Source: an optimization exercise on an open RTL-to-GDS flow (aim: small area and a short achievable clock period). Production flows keep margins and buffers that such runs may drop.
In this exercise RTL edits were held to simulation tests only and were not proved equivalent to the original.
No activity file was given, so power comes from the tool's default toggle rates.

$ cat flow/design.v
`timescale 1ns / 1ps
module PPCPU(Clock, Resetn, PC, IF_Inst, MEM_Alu,
             DM_Write, DM_WData, DM_RData);
input Clock, Resetn;
input [31:0] IF_Inst;
output [31:0] PC;
output [31:0] MEM_Alu;
output DM_Write;
output [31:0] DM_WData;
input [31:0] DM_RData;
integer i;
reg [31:2] pc;               
reg [31:0] ir;               
reg [31:28] id_pc4;          
reg [31:1] rs_oh, rt_oh;     
reg [31:0] ea, eb;           
reg [15:0] eimm;             
reg        eimm_s;           
reg        e_fa, e_fb, e_fimm;    
reg        e_add, e_sub, e_and, e_or, e_xor, e_srl, e_sll;
reg [4:0]  exe_rn;
reg        exe_wreg, exe_m2reg, exe_wmem, exe_is_jump, exe_is_beq, exe_is_bne;
reg [31:0] mem_alu, mem_b;
reg [16:0] mem_off;          
reg [4:0]  mem_rn;
reg        mem_wreg, mem_m2reg, mem_wmem, mem_branch;
reg        wb_branch;
reg [32*32-1:32] rf;         
reg [31:1] vld;              
assign PC = {pc, 2'b00};
assign MEM_Alu = mem_alu;
assign DM_Write = mem_wmem;
assign DM_WData = mem_b;
wire [31:0] mem_wd = mem_m2reg ? DM_RData : mem_alu;    
wire [31:1] rf_we;
genvar g;
generate for (g = 1; g < 32; g = g + 1) begin : wdec
    assign rf_we[g] = mem_wreg & (mem_rn == g);
end endgenerate
always @(posedge Clock)
    for (i = 1; i < 32; i = i + 1)
        if (rf_we[i]) rf[i*32 +: 32] <= mem_wd;
always @(posedge Clock or negedge Resetn)
    if (!Resetn) vld <= 0;
    else vld <= vld | rf_we;
wire [5:0] op = ir[31:26];
wire [5:0] func = ir[25:20];
wire [4:0] rs = ir[9:5];
wire [4:0] rt = ir[4:0];
wire [4:0] rd = ir[14:10];
wire op0 = op == 6'd0, op1 = op == 6'd1, op2 = op == 6'd2;
wire i_add  = op0 & (func[2:0] == 3'b001);
wire i_and  = op1 & (func[2:0] == 3'b001);
wire i_or   = op1 & (func[2:0] == 3'b010);
wire i_xor  = op1 & (func[2:0] == 3'b100);
wire i_srl  = op2 & (func[2:0] == 3'b010);
wire i_sll  = op2 & (func[2:0] == 3'b011);
wire i_addi = op == 6'd5;
wire i_andi = op == 6'd9;
wire i_ori  = op == 6'd10;
wire i_xori = op == 6'd12;
wire i_lw   = op == 6'd13;
wire i_sw   = op == 6'd14;
wire i_beq  = op == 6'd15;
wire i_bne  = op == 6'd16;
wire i_j    = op == 6'd18;
wire rs1_is_reg = i_add|i_and|i_or|i_xor|i_addi|i_andi|i_ori|i_xori|i_lw|i_sw|i_beq|i_bne;
wire rs2_is_reg = i_add|i_and|i_or|i_xor|i_srl|i_sll|i_sw|i_beq|i_bne;
wire shift  = i_sll|i_srl;
wire aluimm = i_addi|i_andi|i_ori|i_xori|i_lw|i_sw;
wire regrt  = i_addi|i_andi|i_ori|i_xori|i_lw;
wire sext   = i_addi|i_lw|i_sw|i_beq|i_bne;
wire a_exe = rs1_is_reg & exe_wreg & (exe_rn == rs);
wire b_exe = rs2_is_reg & exe_wreg & (exe_rn == rt);
wire a_mem = rs1_is_reg & mem_wreg & (mem_rn == rs);
wire b_mem = rs2_is_reg & mem_wreg & (mem_rn == rt);
wire stall = (exe_m2reg & (a_exe | b_exe)) | exe_is_bne | exe_is_beq;
wire discard = exe_is_jump | mem_branch | wb_branch | stall;
wire f1 = func == 6'd1, f2 = func == 6'd2, f3 = func == 6'd3, f4 = func == 6'd4;
wire d_add = op0 | i_addi | i_lw | i_sw;
wire d_and = (op1 & f1) | i_andi;
wire d_or  = (op1 & f2) | i_ori;
wire d_xor = (op1 & f4) | i_xori;
wire d_srl = op2 & f2;
wire d_sll = op2 & f3;
wire d_sub = i_beq | i_bne;
wire [31:1] rsv = rs_oh & vld;
wire [31:1] rtv = rt_oh & vld;
wire [31:1] rsi = rs_oh & ~vld;
wire [31:1] rti = rt_oh & ~vld;
reg [31:0] qa, qb;
always @* begin
    qa = 0;
    qb = 0;
    for (i = 1; i < 32; i = i + 1) begin
        qa = qa | ({32{rsv[i]}} & rf[i*32 +: 32]);
        qb = qb | ({32{rtv[i]}} & rf[i*32 +: 32]);
    end
    for (i = 1; i < 9; i = i + 1) begin
        qa[3:0] = qa[3:0] | ({4{rsi[i]}} & i[3:0]);
        qb[3:0] = qb[3:0] | ({4{rti[i]}} & i[3:0]);
    end
end
wire id_wreg = (i_add|i_and|i_or|i_xor|i_sll|i_srl|i_addi|i_andi|i_ori|i_xori|i_lw) & ~discard;
wire [4:0] id_rn = regrt ? rt : rd;
wire [31:2] pc4 = pc + 30'd1;
wire [31:2] bpc = pc + {{13{mem_off[16]}}, mem_off};
wire [31:2] jpc = {id_pc4, ir[25:0]};
wire [31:2] npc = mem_branch ? bpc : (i_j & ~wb_branch) ? jpc : pc4;
function [31:1] onehot(input [4:0] n);
    integer k;
    for (k = 1; k < 32; k = k + 1) onehot[k] = n == k;
endfunction
always @(posedge Clock or negedge Resetn)
    if (!Resetn) begin
        pc <= 0;
        ir <= 0;
        rs_oh <= 0;
        rt_oh <= 0;
    end else if (!stall) begin
        pc <= npc;
        ir <= IF_Inst;
        rs_oh <= onehot(IF_Inst[9:5]);
        rt_oh <= onehot(IF_Inst[4:0]);
    end
always @(posedge Clock)
    if (!stall) id_pc4 <= pc4[31:28];
always @(posedge Clock) begin
    ea <= shift ? {27'b0, ir[19:15]} : (a_mem & ~a_exe) ? mem_wd : qa;
    eb <= (b_mem & ~b_exe & ~aluimm) ? mem_wd : qb;
    eimm <= ir[25:10];
    eimm_s <= sext & ir[25];
    e_fa <= ~shift & a_exe;
    e_fb <= ~aluimm & b_exe;
    e_fimm <= aluimm;
end
always @(posedge Clock or negedge Resetn)
    if (!Resetn) begin
        {e_add, e_sub, e_and, e_or, e_xor, e_srl, e_sll} <= 0;
        exe_rn <= 0;
        {exe_wreg, exe_m2reg, exe_wmem, exe_is_jump, exe_is_beq, exe_is_bne} <= 0;
    end else begin
        {e_add, e_sub, e_and, e_or, e_xor, e_srl, e_sll} <= {d_add, d_sub, d_and, d_or, d_xor, d_srl, d_sll};
        exe_rn <= id_rn;
        exe_wreg <= id_wreg;
        exe_m2reg <= i_lw;
        exe_wmem <= i_sw & ~discard;
        exe_is_jump <= i_j;
        exe_is_beq <= i_beq & ~discard;
        exe_is_bne <= i_bne & ~discard;
    end
wire [31:0] eimm32 = {{16{eimm_s}}, eimm};
wire [31:0] alua = e_fa ? mem_alu : ea;
wire [31:0] alub = e_fb ? mem_alu : e_fimm ? eimm32 : eb;
wire [32:0] sum2 = {alua, 1'b1} + {alub ^ {32{e_sub}}, e_sub};
wire [31:0] sum = sum2[32:1];
wire [31:0] ealu = ({32{e_add | e_sub}} & sum)
                 | ({32{e_and}} & (alua & alub))
                 | ({32{e_or}}  & (alua | alub))
                 | ({32{e_xor}} & (alua ^ alub))
                 | ({32{e_srl}} & (alub >> ea[4:0]))
                 | ({32{e_sll}} & (alub << ea[4:0]));
wire eq = alua == alub;
wire branch = (exe_is_beq & eq) | (exe_is_bne & ~eq);
always @(posedge Clock or negedge Resetn)
    if (!Resetn) begin
        mem_alu <= 0;
        mem_rn <= 0;
        {mem_wreg, mem_m2reg, mem_wmem, mem_branch} <= 0;
        wb_branch <= 0;
    end else begin
        mem_alu <= ealu;
        mem_rn <= exe_rn;
        {mem_wreg, mem_m2reg, mem_wmem, mem_branch} <= {exe_wreg, exe_m2reg, exe_wmem, branch};
        wb_branch <= mem_branch;
    end
always @(posedge Clock) begin
    mem_b <= eb;
    mem_off <= {eimm_s, eimm} - 17'd1;
end
endmodule
$ cat flow/run.sh
#!/bin/bash
# synth_recipe.tcl (not shown) runs the flow's synth.tcl, then flattens the netlist and writes it again
# the make line also repeats each setting of config.mk as NAME=value (left out here)
make -C /OpenROAD-flow-scripts/flow DESIGN_CONFIG=/design/flow/config.mk WORK_HOME=/design/flow/orfs CLKGATE_MAP_FILE= SYNTH_SCRIPT=/design/flow/synth_recipe.tcl finish
$ cat flow/config.mk
export PLATFORM = sky130hd
export DESIGN_NAME = PPCPU
export DESIGN_NICKNAME = PPCPU
export VERILOG_FILES = /design/flow/design.v
export SDC_FILE = /design/flow/constraint.sdc
export NUM_CORES = 4
export LEC_CHECK = 0
export CAP_MARGIN = 20
export CORE_MARGIN = 2
export CORE_UTILIZATION = 40
export SETUP_SLACK_MARGIN = 0.3
export SLEW_MARGIN = 20
$ cat flow/constraint.sdc
create_clock -name core_clock -period 7.0 [get_ports {Clock}]
set_input_delay 1.4000 -clock core_clock [delete_from_list [all_inputs] [get_ports {Clock}]]
set_output_delay 1.4000 -clock core_clock [all_outputs]
set_load 0.01 [all_outputs]
==> notes.md, run 1 <==
status=timing/DRC/antenna clean; Clock Sinks=1,344; Post-CTS Hold Buffers=0; TNS Setup=0 ns; GRT Total Usage=35.3%; Initial Util=40.3%; startpoint type of the worst setup path=flip-flop; die footprint=163,000 µm²; Filler Cell Count=14,186; vias in the first global route=50,160; Critical Path AT=5.76 ns; first-pass GRT wire length=402,000 µm; CP Cell Sequence=buf_4 > mux2_2 > mux2i_1 > xnor2_1 > ha_1 > nand2_1 > nor2_1 > nand2_1 > nor4_1 > o31ai_1 > or4_1 > nand3_1; total gr overflow=0; H-tree levels=4; Clock Latency Late Sink=0.84 ns; post-synthesis mux area share=4.77%; die width=404 µm; CP dominant cell by count=nand2_1; VDD IR max=0.266 mV; largest family of logic cells by synthesized area=compound AO/OA/AOI/OAI gates; port bufs=160; top-count cell post-synth=edfxtp_1; CTS root buf=clkbuf_16; Final nets=5,379; wire per inst=40.2 µm; global placement routability congestion=0.952; CTS Buffer Depth=3; largest cells by area after synthesis=edfxtp_1 47%, dfrtp_1 8.4%, a221oi_1 4.4%, a22o_1 4.3%, dfxtp_1 4.2%; Netlist cell types=94; # rows=146; Area growth syn-to-layout=13.9%; DRT antenna net count=0; Post-Syn Area=63,900 µm²; Bufs and invs on worst path=1; register bit count reported by yosys=1,344; CTS tree=done; die height=404 µm; crit path time final=5.00 ns; largest net degree at the start of global routing=109; final max-slew violation count=0; f_max=200 MHz; vias post-DR=53,539; Synth Area in Simple Gates=8.93%; HPWL after detailed placement=170,000 µm; Setup CP Type=flip-flop to flip-flop; final hold violations=0; post-CTS sizing=0; Slowest-stage cell, CP=mux2i_1; total CTS buffers=140; Worst Skew=0.0384 ns; Required @ worst endpoint=7.76 ns; placed cells=7,115; FFs w/ async S/R, synth=16.0%; share of layout cells above drive strength 1=12.2%; sequential fraction of the synthesis area=59.4%; Main synth FF type=edfxtp_1; total setup buffers inserted after CTS=0; cell taking the most area after synthesis=edfxtp_1; hold crit path type=flip-flop to flip-flop; Tightest Pin Transition=1.22 ns; fraction of the mapped netlist area in adder cells=2.50%; Slew headroom=17.7%; Routed WL=296,000 µm; Clk pin slew, worst setup/hold paths=0.06 ns; multi-input logic area=24,200 µm²; Post-Synth XOR/XNOR Area=1.71%; crit share post-route=71.5%; Yosys warning count=1; CP endpoint kind=flip-flop; DRC=0; P_leak=26.5 nW; area share of the leading cell type in the synthesized netlist=46.8%; TritonRoute pass-1 iters=10; initial antenna violation count=10; Layout Utilization=45.9%; core box area=159,000 µm²; Max Cap Viol=0; IO Count=163; number of synthesized flops with an enable pin=996; critical path's top delay family=simple AND/OR/NAND/NOR gates; FF+latch area=38,000 µm²; setup violators final=0; unrepaired setup endpoints after global routing=false; iteration-0 DRC count of the detailed router=10,838; routed vias/inst=7.25; compound-cell area share of the yosys netlist=19.3%; CP max stage delay=0.78 ns; Non-Filler Instances=7,382; CP max FO=21; PD cells=275 nW/µm²; top cells by count, synth=996 x edfxtp_1, 375 x nand2_1, 339 x clkbuf_1; Mean Syn Cell Area=12.4 µm²; Synth Instances=5,162
## worst register-to-register path, stage by stage (launching register included)
cell,delay (ns)
dfxtp_1,0.71
buf_4,0.38
mux2_2,0.38
mux2i_1,0.78
xnor2_1,0.15
ha_1,0.43
nand2_1,0.19
nor2_1,0.26
nand2_1,0.17
nor4_1,0.64
o31ai_1,0.26
or4_1,0.52
nand3_1,0.10
## layout by cell type (no fill, tap or decap), drive strengths merged, types with 53 or more instances in the layout
master | synthesis | routed
nor2 | 202 | 202
buf | 87 | 148
nor3 | 82 | 82
dfxtp | 133 | 133
a22o | 311 | 311
nand2 | 376 | 376
mux2 | 79 | 79
o21ai | 165 | 165
a222oi | 66 | 66
xnor2 | 62 | 62
clkbuf | 339 | 169
nand4 | 137 | 137
clkdlybuf4s50 | 0 | 159
a22oi | 290 | 290
mux2i | 104 | 104
edfxtp | 996 | 996
ha | 126 | 126
clkinv | 2 | 53
o31ai | 66 | 66
xor2 | 63 | 63
dfrtp | 215 | 215
inv | 125 | 140
nand3 | 101 | 101
a221oi | 319 | 319
and2 | 69 | 69
a21oi | 179 | 179
## cells by family after synthesis
family | after synthesis
compound gates | 1614
xor+xnor | 125
fa+ha+maj | 127
buf+inv | 553
flops | 1344
mux | 232
other cells | 1
simple gates | 1166
## flip-flops by register name (all words and copies together), names as in the netlist, 17 cells and up
signal and count:
rf 992, ea 32, eb 32, ir 32
mem_alu 32, mem_b 32, rs_oh 31, rt_oh 31
vld 31, pc 30, mem_off 17
## report_power, final
group          switching (mW)  internal [mW]
Combinational            1.82           1.16
Sequential              0.389           8.83
Clock                    3.43           4.40
Total                    5.64           14.4
## routing by layer
metal | GRT usage, % | routed length [µm] | up-vias
met5 | 0.208 | 99 | -
met4 | 23.3 | 25300 | 10
met3 | 13.0 | 45200 | 1594
met2 | 51.7 | 124000 | 5291
met1 | 43.5 | 102000 | 26022
li1 | - | - | 20622
## per-stage QoR
| stage | setup WS, ns | hold slack [ns] | power [mW] | area (µm²) |
|---|---|---|---|---|
| after floorplan | 3.15 | 0.324 | 11.0 | 63900 |
| after global placement | 2.17 | 0.331 | 12.3 | 67900 |
| after detailed placement | 2.17 | 0.335 | 12.3 | 67900 |
| after CTS | 2.13 | 0.349 | 20.0 | 72700 |
| after global routing | 1.91 | 0.359 | 20.6 | 72700 |
| final | 2.00 | 0.347 | 20.0 | 72700 |
## worst paths after layout
check	from	endpoint	slack, ns	cells past startpoint
worst max-delay path	e_fimm	mem_alu[30]	2.00	12
worst min-delay path	exe_wmem	mem_wmem	0.35	0
worst max register to register	e_fimm	mem_alu[30]	2.00	12
worst min register to register	exe_wmem	mem_wmem	0.35	0
max in group asynchronous	Resetn	mem_branch	5.02	2
min in group asynchronous	Resetn	rt_oh[12]	0.64	1
## area by class of cell
class                      instances  share of cell area, %
multi-input combinational       3266                   33.2
timing repair buffer             307                   3.76
tap                             2072                   3.56
clock buffer                     169                   5.09
antenna                            9                 0.0310
clock inverter                    88                   1.46
inverter                         127                  0.657
sequential                      1344                   52.2
==> inputs of run 2 (changes only) <==
--- a/flow/design.v
+++ b/flow/design.v
@@ -12,7 +12,6 @@
 reg [31:2] pc;               
 reg [31:0] ir;               
 reg [31:28] id_pc4;          
-reg [31:1] rs_oh, rt_oh;     
 reg [31:0] ea, eb;           
 reg [15:0] eimm;             
 reg        eimm_s;           
@@ -84,6 +83,11 @@
 wire d_srl = op2 & f2;
 wire d_sll = op2 & f3;
 wire d_sub = i_beq | i_bne;
+function [31:1] onehot(input [4:0] n);
+    integer k;
+    for (k = 1; k < 32; k = k + 1) onehot[k] = n == k;
+endfunction
+wire [31:1] rs_oh = onehot(rs), rt_oh = onehot(rt);
 wire [31:1] rsv = rs_oh & vld;
 wire [31:1] rtv = rt_oh & vld;
 wire [31:1] rsi = rs_oh & ~vld;
@@ -103,28 +107,19 @@
 end
 wire id_wreg = (i_add|i_and|i_or|i_xor|i_sll|i_srl|i_addi|i_andi|i_ori|i_xori|i_lw) & ~discard;
 wire [4:0] id_rn = regrt ? rt : rd;
-wire [31:2] pc4 = pc + 30'd1;
-wire [31:2] bpc = pc + {{13{mem_off[16]}}, mem_off};
+wire [31:2] pcadd = pc + (mem_branch ? {{13{mem_off[16]}}, mem_off} : 30'd1);
 wire [31:2] jpc = {id_pc4, ir[25:0]};
-wire [31:2] npc = mem_branch ? bpc : (i_j & ~wb_branch) ? jpc : pc4;
-function [31:1] onehot(input [4:0] n);
-    integer k;
-    for (k = 1; k < 32; k = k + 1) onehot[k] = n == k;
-endfunction
+wire [31:2] npc = (i_j & ~wb_branch & ~mem_branch) ? jpc : pcadd;
 always @(posedge Clock or negedge Resetn)
     if (!Resetn) begin
         pc <= 0;
         ir <= 0;
-        rs_oh <= 0;
-        rt_oh <= 0;
     end else if (!stall) begin
         pc <= npc;
         ir <= IF_Inst;
-        rs_oh <= onehot(IF_Inst[9:5]);
-        rt_oh <= onehot(IF_Inst[4:0]);
     end
 always @(posedge Clock)
-    if (!stall) id_pc4 <= pc4[31:28];
+    if (!stall) id_pc4 <= pcadd[31:28];    
 always @(posedge Clock) begin
     ea <= shift ? {27'b0, ir[19:15]} : (a_mem & ~a_exe) ? mem_wd : qa;
     eb <= (b_mem & ~b_exe & ~aluimm) ? mem_wd : qb;
@@ -152,14 +147,18 @@
 wire [31:0] eimm32 = {{16{eimm_s}}, eimm};
 wire [31:0] alua = e_fa ? mem_alu : ea;
 wire [31:0] alub = e_fb ? mem_alu : e_fimm ? eimm32 : eb;
+reg [31:0] sh_in, shl;
+always @* for (i = 0; i < 32; i = i + 1) sh_in[i] = e_sll ? alub[31-i] : alub[i];
+wire [31:0] shr = sh_in >> ea[4:0];
+always @* for (i = 0; i < 32; i = i + 1) shl[i] = shr[31-i];
 wire [32:0] sum2 = {alua, 1'b1} + {alub ^ {32{e_sub}}, e_sub};
 wire [31:0] sum = sum2[32:1];
 wire [31:0] ealu = ({32{e_add | e_sub}} & sum)
                  | ({32{e_and}} & (alua & alub))
                  | ({32{e_or}}  & (alua | alub))
                  | ({32{e_xor}} & (alua ^ alub))
-                 | ({32{e_srl}} & (alub >> ea[4:0]))
-                 | ({32{e_sll}} & (alub << ea[4:0]));
+                 | ({32{e_srl}} & shr)
+                 | ({32{e_sll}} & shl);
 wire eq = alua == alub;
 wire branch = (exe_is_beq & eq) | (exe_is_bne & ~eq);
 always @(posedge Clock or negedge Resetn)
--- a/flow/config.mk
+++ b/flow/config.mk
@@ -5,8 +5,9 @@
 export SDC_FILE = /design/flow/constraint.sdc
 export NUM_CORES = 4
 export LEC_CHECK = 0
+export ABC_CLOCK_PERIOD_IN_PS = 3000
 export CAP_MARGIN = 20
 export CORE_MARGIN = 2
 export CORE_UTILIZATION = 40
-export SETUP_SLACK_MARGIN = 0.3
+export SETUP_SLACK_MARGIN = 3.5
 export SLEW_MARGIN = 20
==> notes.md, run 2 <==
top cells by count, synth=996 x edfxtp_1, 405 x a22oi_1, 309 x clkbuf_1; Biggest register=rf; die width=391 µm; critical path depth in cells=10; clock power share=41.3%; total gr overflow=0; Clk pin slew, worst setup/hold paths=0.06 ns; reg2reg end=ea[3]; VDD IR max=0.210 mV; Yosys warning count=1; cell taking the most area after synthesis=edfxtp_1; multi-input logic area=23,200 µm²; worst r2r src=ir[9]; Largest register FFs=992; wire per inst=40.3 µm; CTS tree=done; top-count cell post-synth=edfxtp_1; largest cells by area after synthesis=edfxtp_1 50%, dfrtp_1 6.4%, a22oi_1 5.1%, dfxtp_1 4.4%, a221oi_1 3.1%; Critical Path AT=4.54 ns; routed vias/inst=7.19; Routed WL=281,000 µm; FFs w/ async S/R, synth=11.9%; status=timing/DRC/antenna clean; HPWL after detailed placement=157,000 µm; critical path's top delay family=simple AND/OR/NAND/NOR gates; post-synthesis mux area share=5.75%; TNS Setup=0 ns; final hold violations=0; number of synthesized flops with an enable pin=996; Synth Instances=4,686; unrepaired setup endpoints after global routing=true; CP endpoint kind=flip-flop; global placement routability congestion=0.993; DRT antenna net count=0; CP max stage delay=0.63 ns; Pint=13.6 mW; Tightest Pin Transition=1.17 ns; Netlist cell types=82; H-tree levels=4; compound-cell area share of the yosys netlist=18.1%; area share of the leading cell type in the synthesized netlist=49.8%; most common cell after layout, fill and taps aside=edfxtp_1; core box area=149,000 µm²; share of layout cells above drive strength 1=17.7%; reg-to-reg slack, setup=3.14 ns; largest net degree at the start of global routing=84; Setup CP Type=flip-flop to flip-flop; port bufs=160; Post-Synth XOR/XNOR Area=1.66%; iteration-0 DRC count of the detailed router=10,672; Slew headroom=21.7%; Bufs and invs on worst path=1; die footprint=153,000 µm²; placed cell areas=64,100 µm²; CTS root buf=clkbuf_16; switching power=4.70 mW; Initial Util=40.2%; Logic pwr share=11.4%; PD cells=259 nW/µm²; Slowest-stage cell, CP=nor2b_2; vias post-DR=50,169; TritonRoute pass-1 iters=11; DRC=0; sequential fraction of the synthesis area=60.6%; crit path time final=3.86 ns; vias in the first global route=47,051; Sw Share=25.7%; first-pass GRT wire length=376,000 µm; Clock Latency Late Sink=0.83 ns; Clock Sinks=1,282; CP Cell Sequence=nor2b_2 > and2_1 > and3_4 > buf_4 > a22o_1 > a221oi_1 > and4_1 > nand4_1 > o22ai_1 > o21ai_0; GRT Total Usage=35.2%; total CTS buffers=136; Pwr Total=18.3 mW; Layout Utilization=47.4%; FF+latch area=36,400 µm²; Worst Skew=0.0336 ns; most frequent cells in the layout=996 x edfxtp_1, 404 x a22oi_1, 209 x a221oi_1, 201 x a22o_1, 194 x buf_4; Filler Cell Count=13,094; P_leak=25.6 nW; Post-CTS Hold Buffers=0; final max-slew violation count=0; Finished Cell Area=70,800 µm²; CP max FO=17; die height=391 µm; Post-Syn Area=60,000 µm²; Final nets=5,038; Critical Path End=ea[3]; Mean Syn Cell Area=12.8 µm²; startpoint type of the worst setup path=flip-flop; Area growth syn-to-layout=17.9%; FF-to-FF path depth=10; Seq pwr share=47.2%; register bit count reported by yosys=1,282; initial antenna violation count=9; fraction of the mapped netlist area in adder cells=2.64%; CTS Buffer Depth=3; setup violators final=0; crit share post-route=55.1%; Synth Area in Simple Gates=8.22%; Main synth FF type=edfxtp_1; largest family of logic cells by synthesized area=compound AO/OA/AOI/OAI gates; IO Count=163; Worst Setup SP=ir[9]; Required @ worst endpoint=7.69 ns; Max Cap Viol=0; # rows=142; hold crit path type=flip-flop to flip-flop; f_max=259 MHz
==> run 2: cells by family (layout without fill, tap and decap cells) <==
| logic type | count (synthesis) | in the layout |
|---|---|---|
| AOI/OAI and AO/OA | 1412 | 1413 |
| xor gates and xnor gates | 114 | 114 |
| adders and majority gates | 126 | 126 |
| buffers and inverters | 471 | 734 |
| DFF | 1282 | 1282 |
| muxes | 294 | 294 |
| other | 1 | 13 |
| and+or+nand+nor | 986 | 988 |
==> run 2: metrics by stage <==
| stage | cells | worst slack (ns) | hold WS (ns) |
|---|---|---|---|
| finish | 6980 | 3.14 | 0.349 |
| global route | 6970 | 3.15 | 0.364 |
| CTS | 6903 | 3.30 | 0.353 |
| detailed placement | 6609 | 2.26 | 0.341 |
| global placement | 6609 | 2.24 | 0.329 |
| floorplan | 4687 | 3.42 | 0.324 |
==> run 2: routing by layer <==
layer  GRT usage [%]  routed length [µm]
met5               0                 198
met4            24.8               25100
met3            12.8               41600
met2            52.4              119000
met1            42.3               94800
==> run 2: what timing repair did <==
action,in CTS,in global routing
buffers inserted,46,62
gates cloned,3,4
pin swaps,37,57
setup endpoints to repair,135,123
resized for setup,149,115
==> run 2: worst min-delay path by stage <==
stage                     startpoint        end  slack [ns]  cells past startpoint
final                       exe_wmem   mem_wmem        0.35                      0
after floorplan               eb[12]  mem_b[12]        0.32                      0
after detailed placement    exe_wmem   mem_wmem        0.34                      0
after CTS                   exe_wmem   mem_wmem        0.35                      0
after global placement         eb[4]   mem_b[4]        0.33                      0
after global routing        exe_wmem   mem_wmem        0.36                      0
==> run 2: layout make-up <==
type	count	area share [%]
antenna	11	0.0389
clock buffer	174	5.32
clock inverter	71	1.21
inverter	100	0.548
multi-input combinational	2937	32.8
sequential	1282	51.5
tap	2016	3.56
timing repair buffer	389	5.09
==> run 2: power by group through the flow <==
stage,Combinational [mW],Clock (mW),Sequential [mW]
floorplan,1.05,0,8.70
global placement,1.84,0,8.79
detailed placement,1.84,0,8.79
CTS,1.93,7.61,8.64
global route,2.20,7.90,8.66
finish,2.09,7.57,8.65
==> inputs of run 3 (changes only) <==
--- a/flow/design.v
+++ b/flow/design.v
@@ -11,16 +11,15 @@
 integer i;
 reg [31:2] pc;               
 reg [31:0] ir;               
+reg        id_j, id_r1, id_r2;    
 reg [31:28] id_pc4;          
 reg [31:0] ea, eb;           
-reg [15:0] eimm;             
-reg        eimm_s;           
-reg        e_fa, e_fb, e_fimm;    
+reg [31:0] es;               
+reg        e_fa, e_fb;       
 reg        e_add, e_sub, e_and, e_or, e_xor, e_srl, e_sll;
 reg [4:0]  exe_rn;
 reg        exe_wreg, exe_m2reg, exe_wmem, exe_is_jump, exe_is_beq, exe_is_bne;
 reg [31:0] mem_alu, mem_b;
-reg [16:0] mem_off;          
 reg [4:0]  mem_rn;
 reg        mem_wreg, mem_m2reg, mem_wmem, mem_branch;
 reg        wb_branch;
@@ -63,8 +62,8 @@
 wire i_beq  = op == 6'd15;
 wire i_bne  = op == 6'd16;
 wire i_j    = op == 6'd18;
-wire rs1_is_reg = i_add|i_and|i_or|i_xor|i_addi|i_andi|i_ori|i_xori|i_lw|i_sw|i_beq|i_bne;
-wire rs2_is_reg = i_add|i_and|i_or|i_xor|i_srl|i_sll|i_sw|i_beq|i_bne;
+wire rs1_is_reg = id_r1;
+wire rs2_is_reg = id_r2;
 wire shift  = i_sll|i_srl;
 wire aluimm = i_addi|i_andi|i_ori|i_xori|i_lw|i_sw;
 wire regrt  = i_addi|i_andi|i_ori|i_xori|i_lw;
@@ -107,27 +106,48 @@
 end
 wire id_wreg = (i_add|i_and|i_or|i_xor|i_sll|i_srl|i_addi|i_andi|i_ori|i_xori|i_lw) & ~discard;
 wire [4:0] id_rn = regrt ? rt : rd;
-wire [31:2] pcadd = pc + (mem_branch ? {{13{mem_off[16]}}, mem_off} : 30'd1);
+wire [31:0] imm = {{16{sext & ir[25]}}, ir[25:10]};
+function [2:0] if_flags(input [31:0] w);    
+    reg o0, o1, o2, add, a, o, x, rl, ll, addi, andi, ori, xori, lw, sw, beq, bne;
+    begin
+        o0 = w[31:26] == 6'd0; o1 = w[31:26] == 6'd1; o2 = w[31:26] == 6'd2;
+        add = o0 & (w[22:20] == 3'b001);
+        a   = o1 & (w[22:20] == 3'b001);
+        o   = o1 & (w[22:20] == 3'b010);
+        x   = o1 & (w[22:20] == 3'b100);
+        rl  = o2 & (w[22:20] == 3'b010);
+        ll  = o2 & (w[22:20] == 3'b011);
+        addi = w[31:26] == 6'd5;  andi = w[31:26] == 6'd9;  ori = w[31:26] == 6'd10;
+        xori = w[31:26] == 6'd12; lw = w[31:26] == 6'd13;   sw = w[31:26] == 6'd14;
+        beq = w[31:26] == 6'd15;  bne = w[31:26] == 6'd16;
+        if_flags = {w[31:26] == 6'd18,
+                    add|a|o|x|addi|andi|ori|xori|lw|sw|beq|bne,
+                    add|a|o|x|rl|ll|sw|beq|bne};
+    end
+endfunction
+wire [31:2] pc4 = pc + 30'd1;
+wire [31:2] bpc = pc + {{13{mem_b[16]}}, mem_b[16:0]};
+wire [31:2] pcadd = mem_branch ? bpc : pc4;
 wire [31:2] jpc = {id_pc4, ir[25:0]};
-wire [31:2] npc = (i_j & ~wb_branch & ~mem_branch) ? jpc : pcadd;
+wire [31:2] npc = (id_j & ~wb_branch & ~mem_branch) ? jpc : pcadd;
 always @(posedge Clock or negedge Resetn)
     if (!Resetn) begin
         pc <= 0;
         ir <= 0;
+        {id_j, id_r1, id_r2} <= 0;
     end else if (!stall) begin
         pc <= npc;
         ir <= IF_Inst;
+        {id_j, id_r1, id_r2} <= if_flags(IF_Inst);
     end
 always @(posedge Clock)
     if (!stall) id_pc4 <= pcadd[31:28];    
 always @(posedge Clock) begin
-    ea <= shift ? {27'b0, ir[19:15]} : (a_mem & ~a_exe) ? mem_wd : qa;
-    eb <= (b_mem & ~b_exe & ~aluimm) ? mem_wd : qb;
-    eimm <= ir[25:10];
-    eimm_s <= sext & ir[25];
+    ea <= shift ? {27'b0, ir[19:15]} : a_exe ? 32'b0 : a_mem ? mem_wd : qa;
+    eb <= aluimm ? imm : b_exe ? 32'b0 : b_mem ? mem_wd : qb;
+    es <= (i_beq | i_bne) ? {15'b0, {ir[25], ir[25:10]} - 17'd1} : qb;
     e_fa <= ~shift & a_exe;
     e_fb <= ~aluimm & b_exe;
-    e_fimm <= aluimm;
 end
 always @(posedge Clock or negedge Resetn)
     if (!Resetn) begin
@@ -144,9 +164,8 @@
         exe_is_beq <= i_beq & ~discard;
         exe_is_bne <= i_bne & ~discard;
     end
-wire [31:0] eimm32 = {{16{eimm_s}}, eimm};
-wire [31:0] alua = e_fa ? mem_alu : ea;
-wire [31:0] alub = e_fb ? mem_alu : e_fimm ? eimm32 : eb;
+wire [31:0] alua = ({32{e_fa}} & mem_alu) | ea;
+wire [31:0] alub = ({32{e_fb}} & mem_alu) | eb;
 reg [31:0] sh_in, shl;
 always @* for (i = 0; i < 32; i = i + 1) sh_in[i] = e_sll ? alub[31-i] : alub[i];
 wire [31:0] shr = sh_in >> ea[4:0];
@@ -174,7 +193,6 @@
         wb_branch <= mem_branch;
     end
 always @(posedge Clock) begin
-    mem_b <= eb;
-    mem_off <= {eimm_s, eimm} - 17'd1;
+    mem_b <= es;
 end
 endmodule
==> flow/flow/run.sh (new file) <==
#!/bin/bash
# Layout: the standard flow (the standard.sh, standard synthesis unchanged), with
# one change: the input and output ports are buffered with buf_2 cells instead of
# the buffer that buffer_ports picks by default (a slow delay cell).
set -e
PORT_BUF="-buffer_cell sky130_fd_sc_hd__buf_2"
export BUFFER_PORTS_ARGS="$PORT_BUF"
if [ -w config.mk ]; then
    echo "export BUFFER_PORTS_ARGS = $PORT_BUF" >> config.mk
fi
bash standard.sh > standard_sh.log 2>&1
==> flow/standard.sh (new file) <==
#!/bin/bash
# synth_recipe.tcl (not shown) runs the flow's synth.tcl, then flattens the netlist and writes it again
# the make line also repeats each setting of config.mk as NAME=value (left out here)
make -C /OpenROAD-flow-scripts/flow DESIGN_CONFIG=/design/flow/config.mk WORK_HOME=/design/flow/orfs CLKGATE_MAP_FILE= SYNTH_SCRIPT=/design/flow/synth_recipe.tcl "${@:-finish}"
==> flow/config.mk (replaced) <==
export PLATFORM = sky130hd
export DESIGN_NAME = PPCPU
export DESIGN_NICKNAME = PPCPU
export VERILOG_FILES = /design/flow/design.v
export SDC_FILE = /design/flow/constraint.sdc
export NUM_CORES = 4
export LEC_CHECK = 0
export CAP_MARGIN = 20
export CORE_MARGIN = 2
export CORE_UTILIZATION = 55
export SETUP_SLACK_MARGIN = 4.3
export SLEW_MARGIN = 20
export TNS_END_PERCENT = 0
export BUFFER_PORTS_ARGS = -buffer_cell sky130_fd_sc_hd__buf_2
removed: flow/run.sh
==> notes.md, run 3 <==
CP max stage delay=0.62 ns; CP Cell Sequence=inv_1 > nor2_4 > and3_4 > buf_6 > a22oi_1 > nand4_1 > nor3_1 > a221oi_1; f_max=295 MHz; crit path time final=3.39 ns; Clk pin slew, worst setup/hold paths=0.06 ns; setup violators final=0; die height=336 µm; TritonRoute pass-1 iters=13; core box area=109,000 µm²; total gr overflow=0; Tightest Pin Transition=1.20 ns; Area growth syn-to-layout=16.3%; P_leak=26.0 nW; H-tree levels=4; crit share post-route=48.5%; Slowest-stage cell, CP=and3_4; Main synth FF type=edfxtp_1; area share of the leading cell type in the synthesized netlist=49.4%; first-pass GRT wire length=395,000 µm; placed cells=6,270; Routed WL=293,000 µm; most frequent cells in the layout=996 x edfxtp_1, 504 x a22oi_1, 341 x nand2_1, 258 x a221oi_1, 220 x buf_4; register bit count reported by yosys=1,282; die footprint=113,000 µm²; DRC=0; # rows=121; PD cells=269 nW/µm²; IO Count=163; Critical Path AT=4.00 ns; total CTS buffers=136; routed vias/inst=8.08; CTS Buffer Depth=3; CTS root buf=clkbuf_16; CP endpoint kind=flip-flop; Yosys warning count=1; vias post-DR=53,732; iteration-0 DRC count of the detailed router=12,037; FFs w/ async S/R, synth=12.2%; share of layout cells above drive strength 1=20.4%; vias in the first global route=49,399; Setup CP Type=flip-flop to flip-flop; Clock Sinks=1,282; Biggest register=rf; most common cell after layout, fill and taps aside=edfxtp_1; wire per inst=44.1 µm; Initial Util=55.5%; Mean Syn Cell Area=12.3 µm²; Bufs and invs on worst path=2; largest net degree at the start of global routing=85; CP max FO=20; HPWL after detailed placement=167,000 µm; VDD IR max=0.260 mV; unrepaired setup endpoints after global routing=true; Max Cap Viol=0; top-count cell post-synth=edfxtp_1; sequential fraction of the synthesis area=60.2%; TNS Setup=0 ns; GRT Total Usage=50.9%; status=timing/DRC/antenna clean; CTS tree=done; Post-CTS Hold Buffers=0; cell taking the most area after synthesis=edfxtp_1; final max-slew violation count=0; DRT antenna net count=0; Slew headroom=19.8%; hold crit path type=flip-flop to flip-flop; Post-Syn Area=60,500 µm²; die width=336 µm; Required @ worst endpoint=7.60 ns; Worst Skew=0.0281 ns; final hold violations=0; global placement routability congestion=1.01; Largest register FFs=992; Netlist cell types=81; Non-Filler Instances=6,648; Synth Instances=4,930; largest cells by area after synthesis=edfxtp_1 49%, dfrtp_1 6.5%, a22oi_1 6.3%, dfxtp_1 4.3%, a221oi_1 3.9%; Clock Latency Late Sink=0.80 ns; port bufs=160; Final nets=5,303; initial antenna violation count=16; startpoint type of the worst setup path=flip-flop; critical path's top delay family=simple AND/OR/NAND/NOR gates; top cells by count, synth=996 x edfxtp_1, 505 x a22oi_1, 343 x nand2_1; number of synthesized flops with an enable pin=996
[run 3: changes by cell type after synthesis, sizes merged, moves of 64 or more]
| cell | before | now |
|---|---|---|
| a221oi | 211 | 279 |
| a222oi | 124 | 37 |
| a22oi | 405 | 505 |
| nand2 | 176 | 343 |
| buf | 62 | 130 |
| mux2 | 136 | 72 |
| a21oi | 130 | 198 |
| nor2 | 205 | 141 |
[run 3: cell type report]
class                      count  area, µm²
timing repair inverter         1       5.00
sequential                  1282      36500
clock inverter                75        860
tap                         1414       1770
fill                        8292      38600
timing repair buffer         429       3300
inverter                     120        474
antenna                       12       30.0
clock buffer                 174       3730
multi-input combinational   3141      23700
[run 3: through the flow]
| step | utilization, % | setup WS (ns) | cell area, µm² | power, mW | hold slack (ns) |
|---|---|---|---|---|---|
| global placement | 57.9 | 2.92 | 63200 | 11.2 | 0.311 |
| finish | 64.6 | 3.61 | 70400 | 18.9 | 0.324 |
| floorplan | - | 3.88 | 60700 | 10.2 | 0.310 |
| CTS | 64.2 | 3.95 | 70000 | 18.7 | 0.321 |
| detailed placement | 58.0 | 2.97 | 63200 | 11.2 | 0.312 |
| global route | 64.5 | 3.75 | 70400 | 19.3 | 0.324 |
[run 3: logic make-up (layout without fill, tap and decap cells)]
group	count (synthesis)	after routing	synth area share, %
and+or+nand+nor	1101	1104	8.98
other	1	14	0.00620
muxes	160	160	3.02
DFF	1282	1282	60.2
xor gates and xnor gates	112	112	1.62
AOI/OAI and AO/OA	1637	1637	20.1
buffers and inverters	511	799	3.46
adders and majority gates	126	126	2.62
[run 3: final timing paths]
| check | from | end | slack (ns) | cells past startpoint |
|---|---|---|---|---|
| min | es[11] | mem_b[11] | 0.32 | 0 |
| max in group asynchronous | Resetn | ir[0] | 5.11 | 2 |
| min in group asynchronous | Resetn | pc[21] | 0.56 | 1 |
| max reg2reg | ir[7] | ea[18] | 3.61 | 8 |
| min reg2reg | es[11] | mem_b[11] | 0.32 | 0 |
| max | ir[7] | ea[18] | 3.61 | 8 |
[run 3: what timing repair did]
item,CTS,global route
setup buffers,97,14
setup endpoints to repair,412,428
gates cloned,6,0
pin swaps,62,33
gates resized for setup,295,51
[run 3: worst register-to-register path: cells and delay by family, from the launching register on]
kind,cells,cell delay (ns)
compound gates,2,0.79
buf+inv,2,0.60
flops,1,0.53
simple gates,4,1.29
[run 3: routing by layer]
metal  track usage (%)  wire length, µm  vias to the layer above
met5              3.83              764                        -
met4              36.3            28200                       36
met3              24.4            50500                     1839
met2              71.5           119000                     5910
met1              61.0            94800                    25859
li1                  -                -                    20088
[run 3: report_power, final]
part	leakage [nW]	internal [mW]	switching, mW	total (mW)
clock	2.21	4.29	3.23	7.52
sequential	12.6	8.48	0.377	8.86
combinational	11.2	0.921	1.60	2.52
total	26.0	13.7	5.21	18.9
==> inputs of run 4 (changes only) <==
--- a/flow/design.v
+++ b/flow/design.v
@@ -13,6 +13,7 @@
 reg [31:0] ir;               
 reg        id_j, id_r1, id_r2;    
 reg [31:28] id_pc4;          
+reg [31:1] rs_oh, rt_oh;     
 reg [31:0] ea, eb;           
 reg [31:0] es;               
 reg        e_fa, e_fb;       
@@ -82,28 +83,18 @@
 wire d_srl = op2 & f2;
 wire d_sll = op2 & f3;
 wire d_sub = i_beq | i_bne;
-function [31:1] onehot(input [4:0] n);
-    integer k;
-    for (k = 1; k < 32; k = k + 1) onehot[k] = n == k;
-endfunction
-wire [31:1] rs_oh = onehot(rs), rt_oh = onehot(rt);
-wire [31:1] rsv = rs_oh & vld;
-wire [31:1] rtv = rt_oh & vld;
-wire [31:1] rsi = rs_oh & ~vld;
-wire [31:1] rti = rt_oh & ~vld;
-reg [31:0] qa, qb;
+wire va = |(rs_oh & vld), vb = |(rt_oh & vld);
+reg [31:0] ra, rb;
 always @* begin
-    qa = 0;
-    qb = 0;
+    ra = 0;
+    rb = 0;
     for (i = 1; i < 32; i = i + 1) begin
-        qa = qa | ({32{rsv[i]}} & rf[i*32 +: 32]);
-        qb = qb | ({32{rtv[i]}} & rf[i*32 +: 32]);
-    end
-    for (i = 1; i < 9; i = i + 1) begin
-        qa[3:0] = qa[3:0] | ({4{rsi[i]}} & i[3:0]);
-        qb[3:0] = qb[3:0] | ({4{rti[i]}} & i[3:0]);
+        ra = ra | ({32{rs_oh[i]}} & rf[i*32 +: 32]);
+        rb = rb | ({32{rt_oh[i]}} & rf[i*32 +: 32]);
     end
 end
+wire [31:0] qa = va ? ra : {28'b0, (rs <= 5'd8) ? rs[3:0] : 4'd0};
+wire [31:0] qb = vb ? rb : {28'b0, (rt <= 5'd8) ? rt[3:0] : 4'd0};
 wire id_wreg = (i_add|i_and|i_or|i_xor|i_sll|i_srl|i_addi|i_andi|i_ori|i_xori|i_lw) & ~discard;
 wire [4:0] id_rn = regrt ? rt : rd;
 wire [31:0] imm = {{16{sext & ir[25]}}, ir[25:10]};
@@ -140,8 +131,16 @@
         ir <= IF_Inst;
         {id_j, id_r1, id_r2} <= if_flags(IF_Inst);
     end
+function [31:1] onehot(input [4:0] n);
+    integer k;
+    for (k = 1; k < 32; k = k + 1) onehot[k] = n == k;
+endfunction
 always @(posedge Clock)
-    if (!stall) id_pc4 <= pcadd[31:28];    
+    if (!stall) begin
+        id_pc4 <= pcadd[31:28];    
+        rs_oh <= onehot(IF_Inst[9:5]);
+        rt_oh <= onehot(IF_Inst[4:0]);
+    end
 always @(posedge Clock) begin
     ea <= shift ? {27'b0, ir[19:15]} : a_exe ? 32'b0 : a_mem ? mem_wd : qa;
     eb <= aluimm ? imm : b_exe ? 32'b0 : b_mem ? mem_wd : qb;
==> notes.md, run 4 <==
TritonRoute pass-1 iters=10; GRT Total Usage=49.3%; share of layout cells above drive strength 1=18.3%; FFs w/ async S/R, synth=11.6%; startpoint type of the worst setup path=flip-flop; most frequent cells in the layout=1,058 x edfxtp_1, 370 x a221oi_1, 363 x a22o_1, 243 x nand2_1, 208 x nor2_1; placed cell areas=65,200 µm²; Slew headroom=7.98%; f_max=297 MHz; unrepaired setup endpoints after global routing=true; Clk pin slew, worst setup/hold paths=0.06 ns; Netlist cell types=80; setup slack at placement=2.57 ns; Final nets=5,257; Required @ worst endpoint=7.62 ns; cell taking the most area after synthesis=edfxtp_1; final setup margin=3.64 ns; iteration-0 DRC count of the detailed router=12,147; Post-CTS Hold Buffers=0; DRT antenna net count=0; Area growth syn-to-layout=15.2%; core box area=112,000 µm²; global placement routability congestion=1.00; routed vias/inst=8.02; crit share post-route=48.0%; sequential fraction of the synthesis area=61.4%; Initial Util=55.4%; port bufs=160; # rows=123; Pwr Total=22.4 mW; final max-slew violation count=0; area share of the leading cell type in the synthesized netlist=51.0%; CP endpoint kind=flip-flop; P_leak=26.6 nW; most common cell after layout, fill and taps aside=edfxtp_1; M2 GR Usage=68.9%; largest cells by area after synthesis=edfxtp_1 51%, dfrtp_1 6.3%, a221oi_1 5.5%, a22o_1 5.1%, dfxtp_1 4.2%; Critical Path AT=3.99 ns; Post-Syn Area=62,300 µm²; first-pass GRT wire length=396,000 µm; status=timing/DRC/antenna clean; Mean Syn Cell Area=12.7 µm²; VDD IR max=0.321 mV; Yosys warning count=1; CTS tree=done; IO Count=163; HPWL after detailed placement=160,000 µm; vias post-DR=53,596; CTS Buffer Depth=3; vias in the first global route=49,672; Tightest Pin Transition=1.37 ns; top-count cell post-synth=edfxtp_1; Routed WL=293,000 µm; Hold WS=0.316 ns; DRC=0; hold crit path type=flip-flop to flip-flop; Clock Latency Late Sink=0.78 ns; Finished Cell Area=71,800 µm²; Main synth FF type=edfxtp_1; wire per inst=43.8 µm; PD cells=311 nW/µm²; TNS Setup=0 ns; Global Route met1 Usage=60.8%; Clock Sinks=1,344; Synth Instances=4,892; crit path time final=3.36 ns; H-tree levels=4; die footprint=116,000 µm²; register bit count reported by yosys=1,344; setup violators final=0; Worst Skew=0.0500 ns; initial antenna violation count=20; Max Cap Viol=0; die height=341 µm; CTS root buf=clkbuf_16; CP max FO=25; Largest register FFs=992; top cells by count, synth=1,058 x edfxtp_1, 391 x a221oi_1, 363 x a22o_1; Biggest register=rf; total gr overflow=0; total CTS buffers=142; final hold violations=0; Top Usage Layer GRT=met2; GR Layer Usage met3=22.6%; die width=341 µm; largest net degree at the start of global routing=85; Setup CP Type=flip-flop to flip-flop; number of synthesized flops with an enable pin=1,058
## run 4: cell count changes after synthesis, moves of 46 or more
cell	previous run	this run
clkbuf_1	261	307
and3_1	76	6
nor2_1	141	246
nand3_1	155	81
buf_2	77	15
edfxtp_1	996	1058
a22oi_1	505	199
nand2_1	343	243
a221oi_1	268	391
a22o_1	183	363
a222oi_1	37	97
## run 4: metal layers
| layer | share of wire [%] | routed length, µm | vias up |
|---|---|---|---|
| met4 | 9.1 | 26700 | 20 |
| met3 | 18 | 51700 | 1752 |
| li1 | - | - | 20199 |
| met2 | 40 | 119000 | 5841 |
| met5 | 0.14 | 424 | - |
| met1 | 33 | 95600 | 25784 |
## run 4: final cells by class
cell class	instances	area, µm²
fillers	8662	40700
flip-flops and latches	1344	38300
multi-input cells	3046	23400
clock buffers	183	3840
repair buffers	396	3030
well taps	1500	1880
clock inverters	73	758
inverters	134	532
diodes	8	20.0
repair inverters	1	8.76
## run 4: repair_timing
| item | 4_1_cts | 5_1_grt |
|---|---|---|
| buffers inserted | 69 | 9 |
| cloned | 6 | 1 |
| resized for setup | 192 | 63 |
| endpoints found under the setup margin | 395 | 376 |
| pin swaps | 33 | 25 |
## run 4: report_power, final
group	internal (mW)	switching (mW)	total, mW
logic	1.80	3.30	5.10
clock network	4.23	3.32	7.55
registers	9.16	0.555	9.72
## run 4: stage by stage
stage	util, %	cells
2_1_floorplan	-	4893
6_report	63.8	6685
3_3_place_gp	57.9	6332
3_5_place_dp	57.9	6334
5_1_grt	63.8	6679
4_1_cts	63.4	6665
## run 4: worst paths after layout
| path | start | slack (ns) | endpoint | cells past startpoint |
|---|---|---|---|---|
| max reg2reg | rt_oh[19] | 3.64 | eb[25] | 8 |
| min reg2reg | es[15] | 0.32 | mem_b[15] | 0 |
| min in group asynchronous | Resetn | 0.63 | mem_alu[29] | 1 |
| max in group asynchronous | Resetn | 5.00 | vld[6] | 2 |
| min | es[15] | 0.32 | mem_b[15] | 0 |
| max | rt_oh[19] | 3.64 | eb[25] | 8 |
## run 4: worst max-delay path, cell delays in order, from the launching register on
cell,delay (ns)
edfxtp_1,0.81
buf_4,0.56
a22o_1,0.32
a221oi_1,0.29
nand4_1,0.12
o21ai_1,0.78
nor2_1,0.09
a21oi_1,0.14
o21ai_0,0.08
## run 4: kinds of logic (layout without fill, tap and decap cells)
logic type,Yosys count,in the layout,share of synthesized area [%]
xor gates and xnor gates,114,114,1.60
other,1,10,0.00602
DFF,1344,1344,61.4
and+or+nand+nor,1006,1006,7.82
AOI/OAI and AO/OA,1646,1646,20.4
buffers and inverters,503,787,3.11
muxes,152,152,3.13
adders and majority gates,126,126,2.54
==> inputs of run 5 (changes only) <==
--- a/flow/design.v
+++ b/flow/design.v
@@ -136,11 +136,11 @@
     for (k = 1; k < 32; k = k + 1) onehot[k] = n == k;
 endfunction
 always @(posedge Clock)
-    if (!stall) begin
-        id_pc4 <= pcadd[31:28];    
-        rs_oh <= onehot(IF_Inst[9:5]);
-        rt_oh <= onehot(IF_Inst[4:0]);
-    end
+    if (!stall) id_pc4 <= pcadd[31:28];    
+always @(posedge Clock) begin
+    rs_oh <= onehot(stall ? ir[9:5] : IF_Inst[9:5]);
+    rt_oh <= onehot(stall ? ir[4:0] : IF_Inst[4:0]);
+end
 always @(posedge Clock) begin
     ea <= shift ? {27'b0, ir[19:15]} : a_exe ? 32'b0 : a_mem ? mem_wd : qa;
     eb <= aluimm ? imm : b_exe ? 32'b0 : b_mem ? mem_wd : qb;
==> notes.md, run 5 <==
PD cells=276 nW/µm²; top cells by count, synth=996 x edfxtp_1, 390 x a221oi_1, 361 x a22o_1; die width=339 µm; Yosys warning count=1; total gr overflow=0; Setup CP Type=flip-flop to flip-flop; crit path time final=3.45 ns; Pwr Total=19.3 mW; initial antenna violation count=19; Post-CTS Hold Buffers=0; Final nets=5,215; CP max FO=20; IO Count=163; vias in the first global route=48,794; wire per inst=43.6 µm; largest cells by area after synthesis=edfxtp_1 49%, dfrtp_1 6.3%, dfxtp_1 6.2%, a221oi_1 5.5%, a22o_1 5.1%; die height=339 µm; Biggest register=rf; startpoint type of the worst setup path=flip-flop; DRT antenna net count=0; Tightest Pin Transition=1.39 ns; placed cells=6,327; Layout Utilization=63.2%; total CTS buffers=138; most frequent cells in the layout=996 x edfxtp_1, 381 x a221oi_1, 361 x a22o_1, 234 x nand2_1, 233 x nor2_1; HPWL after detailed placement=169,000 µm; Clk pin slew, worst setup/hold paths=0.06 ns; first-pass GRT wire length=391,000 µm; unrepaired setup endpoints after global routing=true; hold crit path type=flip-flop to flip-flop; CTS root buf=clkbuf_16; largest net degree at the start of global routing=65; Netlist cell types=84; Max Cap Viol=0; Initial Util=55.6%; Area growth syn-to-layout=13.7%; CTS Buffer Depth=3; global placement routability congestion=0.995; Mean Syn Cell Area=12.6 µm²; Clock Latency Late Sink=0.79 ns; sequential fraction of the synthesis area=61.2%; register bit count reported by yosys=1,344; final hold violations=0; final setup margin=3.55 ns; Routed WL=289,000 µm; status=timing/DRC/antenna clean; iteration-0 DRC count of the detailed router=11,313; share of layout cells above drive strength 1=18.0%; top-count cell post-synth=edfxtp_1; CP endpoint kind=flip-flop; Worst Skew=0.0319 ns; routed vias/inst=7.99; vias post-DR=52,987; Post-Syn Area=61,600 µm²; GRT Total Usage=49.0%; f_max=290 MHz; Slew headroom=7.08%; FFs w/ async S/R, synth=11.6%; VDD IR max=0.277 mV; H-tree levels=4; Main synth FF type=edfxtp_1; number of synthesized flops with an enable pin=996; most common cell after layout, fill and taps aside=edfxtp_1; core box area=111,000 µm²; setup violators final=0; TNS Setup=0 ns; Synth Instances=4,903; Non-Filler Instances=6,630; DRC=0; TritonRoute pass-1 iters=10; Clock Sinks=1,344; die footprint=115,000 µm²; area share of the leading cell type in the synthesized netlist=48.6%; Critical Path AT=4.06 ns; crit share post-route=49.3%; final max-slew violation count=0; # rows=122; cell taking the most area after synthesis=edfxtp_1; P_leak=25.6 nW; Required @ worst endpoint=7.61 ns; CTS tree=done; Largest register FFs=992; port bufs=160; setup slack at placement=2.46 ns
[run 5: cell count changes in the layout (fill, tap and decap cells not counted), sizes merged, moves of 12 or more]
cell | previous run | this run
nor3 | 115 | 96
edfxtp | 1058 | 996
nor2 | 246 | 271
a21oi | 205 | 228
dfxtp | 130 | 192
mux2i | 51 | 69
buf | 387 | 354
inv | 142 | 110
a22oi | 199 | 211
a222oi | 97 | 66
nand3 | 81 | 94
o21ai | 180 | 210
mux4 | 26 | 9
[run 5: metal layers]
layer  wire (µm)  GRT usage, %
met1       95700          60.8
met5         163             0
met4       26300          32.5
met3       49900          21.9
met2      117000          68.9
[run 5: per-stage QoR]
step	hold slack (ns)	instance area, µm²
finish	0.321	70000
global route	0.318	70000
CTS	0.318	69600
detailed placement	0.312	64300
global placement	0.310	64300
floorplan	0.310	61700
[run 5: cell families after synthesis]
family	synth area share (%)
XOR/XNOR	1.64
AND/OR/NAND/NOR	7.87
adder cells (fa/ha/maj)	2.57
flip-flops	61.2
multiplexers	2.93
other	0.00609
buffers and inverters	3.06
AO/OA/AOI/OAI	20.8
[run 5: worst max-delay path, cell delays in order, from the launching register on]
cell	delay [ns]
dfxtp_2	0.64
buf_4	0.47
a22o_1	0.29
a221oi_1	0.24
nand4_1	0.15
nor3_1	0.84
nand2_1	0.12
o21ai_1	0.17
nor2_1	0.08
a21oi_1	0.13
o21ai_0	0.12
[run 5: final timing paths]
| check | startpoint | endpoint | slack, ns | cells after the start |
|---|---|---|---|---|
| min in group asynchronous | Resetn | pc[29] | 0.54 | 1 |
| hold / removal | es[21] | mem_b[21] | 0.32 | 0 |
| setup reg to reg | rt_oh[28] | eb[3] | 3.55 | 10 |
| hold reg to reg | es[21] | mem_b[21] | 0.32 | 0 |
| setup / recovery | rt_oh[28] | eb[3] | 3.55 | 10 |
| max in group asynchronous | Resetn | mem_alu[1] | 5.12 | 2 |
[run 5: power by group]
part           total (mW)  switching (mW)  internal [mW]
logic                2.73            1.76          0.969
clock network        7.32            3.23           4.09
registers            9.25           0.410           8.84
total                19.3            5.40           13.9
[run 5: cell type report]
type	instances	area, µm²
diodes	14	35.0
inverters	105	414
well taps	1488	1860
multi-input cells	3079	23100
fillers	8677	40800
flip-flops and latches	1344	37800
clock inverters	55	518
repair buffers	355	2430
clock buffers	190	3880
[run 5: repair_timing]
action / in CTS / in global routing
pin swaps: 18 / 24
resized for setup: 148 / 51
endpoints found under the setup margin: 727 / 916
setup buffers: 27 / 15
==> inputs of run 6 (changes only) <==
--- a/flow/config.mk
+++ b/flow/config.mk
@@ -10,5 +10,5 @@
 export CORE_UTILIZATION = 55
 export SETUP_SLACK_MARGIN = 4.3
 export SLEW_MARGIN = 20
-export TNS_END_PERCENT = 0
+export TNS_END_PERCENT = 100
 export BUFFER_PORTS_ARGS = -buffer_cell sky130_fd_sc_hd__buf_2
==> notes.md, run 6 <==
Pint=14.9 mW; Yosys warning count=1; most frequent cells in the layout=996 x edfxtp_1, 361 x a22o_1, 358 x a221oi_1, 297 x buf_4, 219 x nor2_1; status=timing/DRC/antenna clean; CTS tree=done; die height=339 µm; CP max FO=6; largest family of logic cells by synthesized area=compound AO/OA/AOI/OAI gates; final max-slew violation count=0; Biggest register=rf; iteration-0 DRC count of the detailed router=11,901; Mean Syn Cell Area=12.6 µm²; Worst Skew=0.0382 ns; Logic pwr share=17.4%; total gr overflow=0; Critical Path AT=3.91 ns; die width=339 µm; Synth Area in Simple Gates=7.87%; register bit count reported by yosys=1,344; Seq pwr share=44.6%; switching power=5.93 mW; Required @ worst endpoint=7.65 ns; DRC=0; top cells by count, synth=996 x edfxtp_1, 390 x a221oi_1, 361 x a22o_1; crit path time final=3.26 ns; Final nets=5,433; TritonRoute pass-1 iters=10; Filler Cell Count=8,038; startpoint type of the worst setup path=flip-flop; total CTS buffers=142; Max Cap Viol=0; DRT antenna net count=0; Finished Cell Area=75,500 µm²; HPWL after detailed placement=169,000 µm; Netlist cell types=84; CTS root buf=clkbuf_16; Non-Filler Instances=6,860; routed vias/inst=7.98; Synth Instances=4,903; Post-Syn Area=61,600 µm²; H-tree levels=4; sequential fraction of the synthesis area=61.2%; PD cells=275 nW/µm²; placed cells=6,318; Initial Util=55.6%; Main synth FF type=edfxtp_1; Clk pin slew, worst setup/hold paths=0.07 ns; CP endpoint kind=flip-flop; placed cell areas=64,500 µm²; final hold violations=0; wire per inst=43.3 µm; CTS Buffer Depth=3; largest cells by area after synthesis=edfxtp_1 49%, dfrtp_1 6.3%, dfxtp_1 6.2%, a221oi_1 5.5%, a22o_1 5.1%; Tightest Pin Transition=1.15 ns; Clock Sinks=1,344; port bufs=160; share of layout cells above drive strength 1=27.8%; top-count cell post-synth=edfxtp_1; Largest register FFs=992; vias in the first global route=50,670; FFs w/ async S/R, synth=11.6%; compound-cell area share of the yosys netlist=20.8%; fraction of the mapped netlist area in adder cells=2.57%; largest net degree at the start of global routing=73; Slew headroom=23.2%; post-synthesis mux area share=2.93%; Setup CP Type=flip-flop to flip-flop; setup violators final=0; cell taking the most area after synthesis=edfxtp_1; most common cell after layout, fill and taps aside=edfxtp_1; number of synthesized flops with an enable pin=996; core box area=111,000 µm²; Post-CTS Hold Buffers=0; vias post-DR=54,725; Area growth syn-to-layout=22.7%; Sw Share=28.5%; die footprint=115,000 µm²; first-pass GRT wire length=400,000 µm; IO Count=163; clock power share=38.0%; P_leak=27.6 nW; TNS Setup=0 ns; area share of the leading cell type in the synthesized netlist=48.6%; crit share post-route=46.5%; VDD IR max=0.257 mV; # rows=122; f_max=307 MHz; Routed WL=297,000 µm; GRT Total Usage=50.0%; Clock Latency Late Sink=0.81 ns; global placement routability congestion=1.00; hold crit path type=flip-flop to flip-flop; initial antenna violation count=19; Post-Synth XOR/XNOR Area=1.64%; unrepaired setup endpoints after global routing=true
[run 6: cell counts after synthesis]
Identical to the previous run, type by type.
[run 6: what timing repair did]
| action | 4_1_cts | 5_1_grt |
|---|---|---|
| gates resized for setup | 545 | 290 |
| setup buffers | 165 | 88 |
| pin swaps | 140 | 124 |
| endpoints found under the setup margin | 599 | 411 |
| cloned | 10 | 4 |
[run 6: power groups by stage]
stage	Sequential, mW	Combinational, mW	Clock, mW
2_1_floorplan	9.20	1.60	0
3_3_place_gp	9.39	2.49	0
3_5_place_dp	9.39	2.50	0
4_1_cts	9.24	3.09	7.89
5_1_grt	9.27	3.76	8.22
6_report	9.27	3.61	7.91
[run 6: metrics by stage]
stage | setup slack, ns | power (mW) | hold slack [ns] | utilization, %
after floorplan | 3.63 | 10.8 | 0.310 | -
after global placement | 2.55 | 11.9 | 0.312 | 58.2
after detailed placement | 2.56 | 11.9 | 0.312 | 58.2
after CTS | 3.75 | 20.2 | 0.321 | 66.1
after global routing | 3.64 | 21.2 | 0.329 | 68.1
final | 3.74 | 20.8 | 0.319 | 68.2
[run 6: cells by family after synthesis]
family / after synthesis
flops: 1344
mux: 157
other cells: 1
simple gates: 1006
fa+ha+maj: 126
xor+xnor: 115
compound gates: 1673
buf+inv: 481
[run 6: final cells by class]
class | instances | area (µm²) | share of cell area [%]
inverters | 105 | 422 | 0.558
clock buffers | 167 | 3700 | 4.90
clock inverters | 94 | 1160 | 1.54
flip-flops and latches | 1344 | 37900 | 50.2
repair inverters | 1 | 5.00 | 0.00663
repair buffers | 566 | 4930 | 6.53
well taps | 1488 | 1860 | 2.47
diodes | 14 | 35.0 | 0.0464
multi-input cells | 3081 | 25500 | 33.8
[run 6: layer usage]
metal | part of all wire [%] | GRT usage (%)
met1 | 32 | 60.3
met2 | 40 | 70.7
met3 | 17 | 22.1
met4 | 10 | 36.5
met5 | 0.12 | 1.17
[run 6: path summary, 6_finish.rpt]
kind	startpoint	slack, ns	to	cells past startpoint
worst max-delay path	e_sub	3.74	mem_alu[25]	14
worst min-delay path	es[28]	0.32	mem_b[28]	0
worst max register to register	e_sub	3.74	mem_alu[25]	14
worst min register to register	es[28]	0.32	mem_b[28]	0
max in group asynchronous	Resetn	4.86	ir[3]	2
min in group asynchronous	Resetn	0.61	pc[22]	1
[run 6: worst max-delay path, stage by stage, from the launching register on]
cell and delay, ns:
dfrtp_4 0.51, buf_12 0.16, buf_16 0.16, xnor2_4 0.14
ha_4 0.19, a211oi_4 0.25, nor2_2 0.08, o31a_1 0.31
a31oi_4 0.19, nor2_4 0.07, a2111oi_4 0.36, o21bai_2 0.11
a211oi_2 0.33, xor2_1 0.19, o21ai_1 0.07
==> inputs of run 7 (changes only) <==
--- a/flow/design.v
+++ b/flow/design.v
@@ -138,8 +138,8 @@
 always @(posedge Clock)
     if (!stall) id_pc4 <= pcadd[31:28];    
 always @(posedge Clock) begin
-    rs_oh <= onehot(stall ? ir[9:5] : IF_Inst[9:5]);
-    rt_oh <= onehot(stall ? ir[4:0] : IF_Inst[4:0]);
+    rs_oh <= stall ? onehot(ir[9:5]) : onehot(IF_Inst[9:5]);
+    rt_oh <= stall ? onehot(ir[4:0]) : onehot(IF_Inst[4:0]);
 end
 always @(posedge Clock) begin
     ea <= shift ? {27'b0, ir[19:15]} : a_exe ? 32'b0 : a_mem ? mem_wd : qa;
--- a/flow/config.mk
+++ b/flow/config.mk
@@ -10,5 +10,5 @@
 export CORE_UTILIZATION = 55
 export SETUP_SLACK_MARGIN = 4.3
 export SLEW_MARGIN = 20
-export TNS_END_PERCENT = 100
+export TNS_END_PERCENT = 0
 export BUFFER_PORTS_ARGS = -buffer_cell sky130_fd_sc_hd__buf_2
==> notes.md, run 7 <==
Slowest-stage cell, CP=dfxtp_2; port bufs=160; IO Count=163; placed cell areas=64,500 µm²; largest cells by area after synthesis=edfxtp_1 48%, dfrtp_1 6.3%, dfxtp_1 6.2%, a221oi_1 5.6%, a22o_1 5.2%; Area growth syn-to-layout=14.5%; number of synthesized flops with an enable pin=996; CP max FO=20; Post-CTS Hold Buffers=0; Clock Sinks=1,344; H-tree levels=4; die width=339 µm; M1 wire length=95,400 µm; met3 wire length=49,100 µm; Hold WS=0.304 ns; core box area=111,000 µm²; # rows=122; TritonRoute pass-1 iters=11; clock power share=39.2%; share of layout cells above drive strength 1=17.8%; total CTS buffers=141; startpoint type of the worst setup path=flip-flop; FFs w/ async S/R, synth=11.6%; Finished Cell Area=70,700 µm²; Main synth FF type=edfxtp_1; Tightest Pin Transition=1.34 ns; Logic pwr share=13.9%; VDD IR max=0.269 mV; TNS Setup=0 ns; Final nets=5,249; final hold violations=0; area share of the leading cell type in the synthesized netlist=48.4%; setup violators final=0; register bit count reported by yosys=1,344; DRT antenna net count=0; CTS root buf=clkbuf_16; Routed WL=290,000 µm; PD cells=279 nW/µm²; GRT Total Usage=49.1%; setup slack at placement=2.80 ns; DR top layer=met5; Seq pwr share=46.9%; die footprint=115,000 µm²; status=timing/DRC/antenna clean; Non-Filler Instances=6,669; switching power=5.55 mW; Clock Latency Late Sink=0.81 ns; Worst Setup SP=rt_oh[3]; sequential fraction of the synthesis area=61.0%; cell taking the most area after synthesis=edfxtp_1; Initial Util=55.6%; DR WL met2=118,000 µm; Post-Syn Area=61,700 µm²; Synth Instances=4,916; CTS tree=done; vias post-DR=53,083; hold_sp=es[2]; critical path's top delay family=compound AO/OA/AOI/OAI gates; CP dominant cell by count=o21ai_0; first-pass GRT wire length=394,000 µm; unrepaired setup endpoints after global routing=true; largest net degree at the start of global routing=69; crit path time final=3.54 ns; placed cells=6,345; Worst Skew=0.0478 ns; Max Cap Viol=0; Slew headroom=9.99%; routed vias/inst=7.96; Required @ worst endpoint=7.65 ns; Sw Share=28.1%; f_max=282 MHz; crit share post-route=50.6%; vias in the first global route=49,623; wire per inst=43.5 µm; initial antenna violation count=15; Mean Syn Cell Area=12.6 µm²; most frequent cells in the layout=996 x edfxtp_1, 379 x a221oi_1, 368 x a22o_1, 268 x nand2_1, 201 x nor2_1; Clk pin slew, worst setup/hold paths=0.06 ns; Critical Path AT=4.20 ns; die height=339 µm; worst r2r src=rt_oh[3]; total gr overflow=0; most common cell after layout, fill and taps aside=edfxtp_1; DRC=0; iteration-0 DRC count of the detailed router=11,092; Netlist cell types=76; final max-slew violation count=0; Pint=14.2 mW; Bufs and invs on worst path=1; CP endpoint kind=flip-flop; top-count cell post-synth=edfxtp_1; Yosys warning count=1; global placement routability congestion=0.986; CTS Buffer Depth=3; Largest register FFs=992; P_leak=26.5 nW; top cells by count, synth=996 x edfxtp_1, 394 x a221oi_1, 368 x a22o_1; Biggest register=rf; CP max stage delay=0.90 ns; final setup margin=3.46 ns; hold crit path type=flip-flop to flip-flop; HPWL after detailed placement=167,000 µm; CP Cell Sequence=a22oi_1 > nand4_1 > or4_4 > buf_4 > o21ai_0 > nand2_1 > o21ai_0 > o21ai_0; Setup CP Type=flip-flop to flip-flop
==> run 7: changes by cell type after synthesis, sizes merged, moves of 6 or more <==
cell | previous run | this run
a22oi | 211 | 196
clkbuf | 311 | 301
a22o | 361 | 368
nand2 | 235 | 269
a211o | 8 | 15
nand2b | 15 | 23
a21oi | 228 | 192
a221o | 8 | 36
nor2 | 271 | 236
inv | 105 | 121
a211oi | 28 | 15
mux4 | 9 | 17
and3 | 7 | 13
nand3 | 94 | 102
==> run 7: logic make-up after synthesis <==
family,Yosys count,share of synthesized area (%)
adder cells (fa/ha/maj),126,2.57
AO/OA/AOI/OAI,1652,20.5
AND/OR/NAND/NOR,1024,7.99
other,1,0.00607
flip-flops,1344,61.0
multiplexers,168,3.25
buffers and inverters,489,3.09
XOR/XNOR,112,1.59
==> run 7: final timing paths <==
path	end	slack (ns)	cells after the start
worst min register to register	mem_b[2]	0.30	0
worst max-delay path	eb[10]	3.46	8
min in group asynchronous	pc[22]	0.55	1
max in group asynchronous	mem_alu[9]	5.15	2
worst max register to register	eb[10]	3.46	8
worst min-delay path	mem_b[2]	0.30	0
==> run 7: layer usage <==
metal,vias up,track usage (%)
li1,20102,-
met1,25590,60.4
met2,5671,69.4
met3,1708,21.0
met4,12,34.7
met5,-,0
==> run 7: layout make-up <==
| type | count | area [µm²] |
|---|---|---|
| fillers | 8585 | 40300 |
| flip-flops and latches | 1344 | 37800 |
| multi-input cells | 3084 | 23100 |
| clock buffers | 177 | 3810 |
| repair buffers | 361 | 2700 |
| well taps | 1488 | 1860 |
| clock inverters | 82 | 923 |
| inverters | 123 | 500 |
| diodes | 8 | 20.0 |
| repair inverters | 2 | 13.8 |
==> run 7: metrics by stage <==
step	utilization (%)	power, mW
final	63.7	19.7
after global routing	63.7	20.2
after CTS	63.3	19.5
after detailed placement	58.1	11.9
after global placement	58.1	11.9
after floorplan	-	10.8
==> run 7: what timing repair did <==
item | CTS | global route
setup endpoints to repair | 516 | 543
endpoints found under the hold margin | 0 | 0
gates resized for setup | 122 | 44
cloned | 9 | 2
setup buffers | 34 | 10
pin swaps | 27 | 20
==> run 7: power groups by stage <==
stage               clock [mW]  sequential, mW  combinational, mW
finish                    7.73            9.25               2.75
global placement             0            9.38               2.47
detailed placement           0            9.38               2.49
floorplan                    0            9.21               1.55
CTS                       7.70            9.23               2.60
global route              8.04            9.26               2.90

Setup slack of run 7, layout unchanged: 3.455 ns with ideal ports, 3.455 ns with driving cells assumed (clock clkbuf_16, inputs buf_2), 3.331 ns with port delays also shifted by the 0.864 ns mid clock arrival.
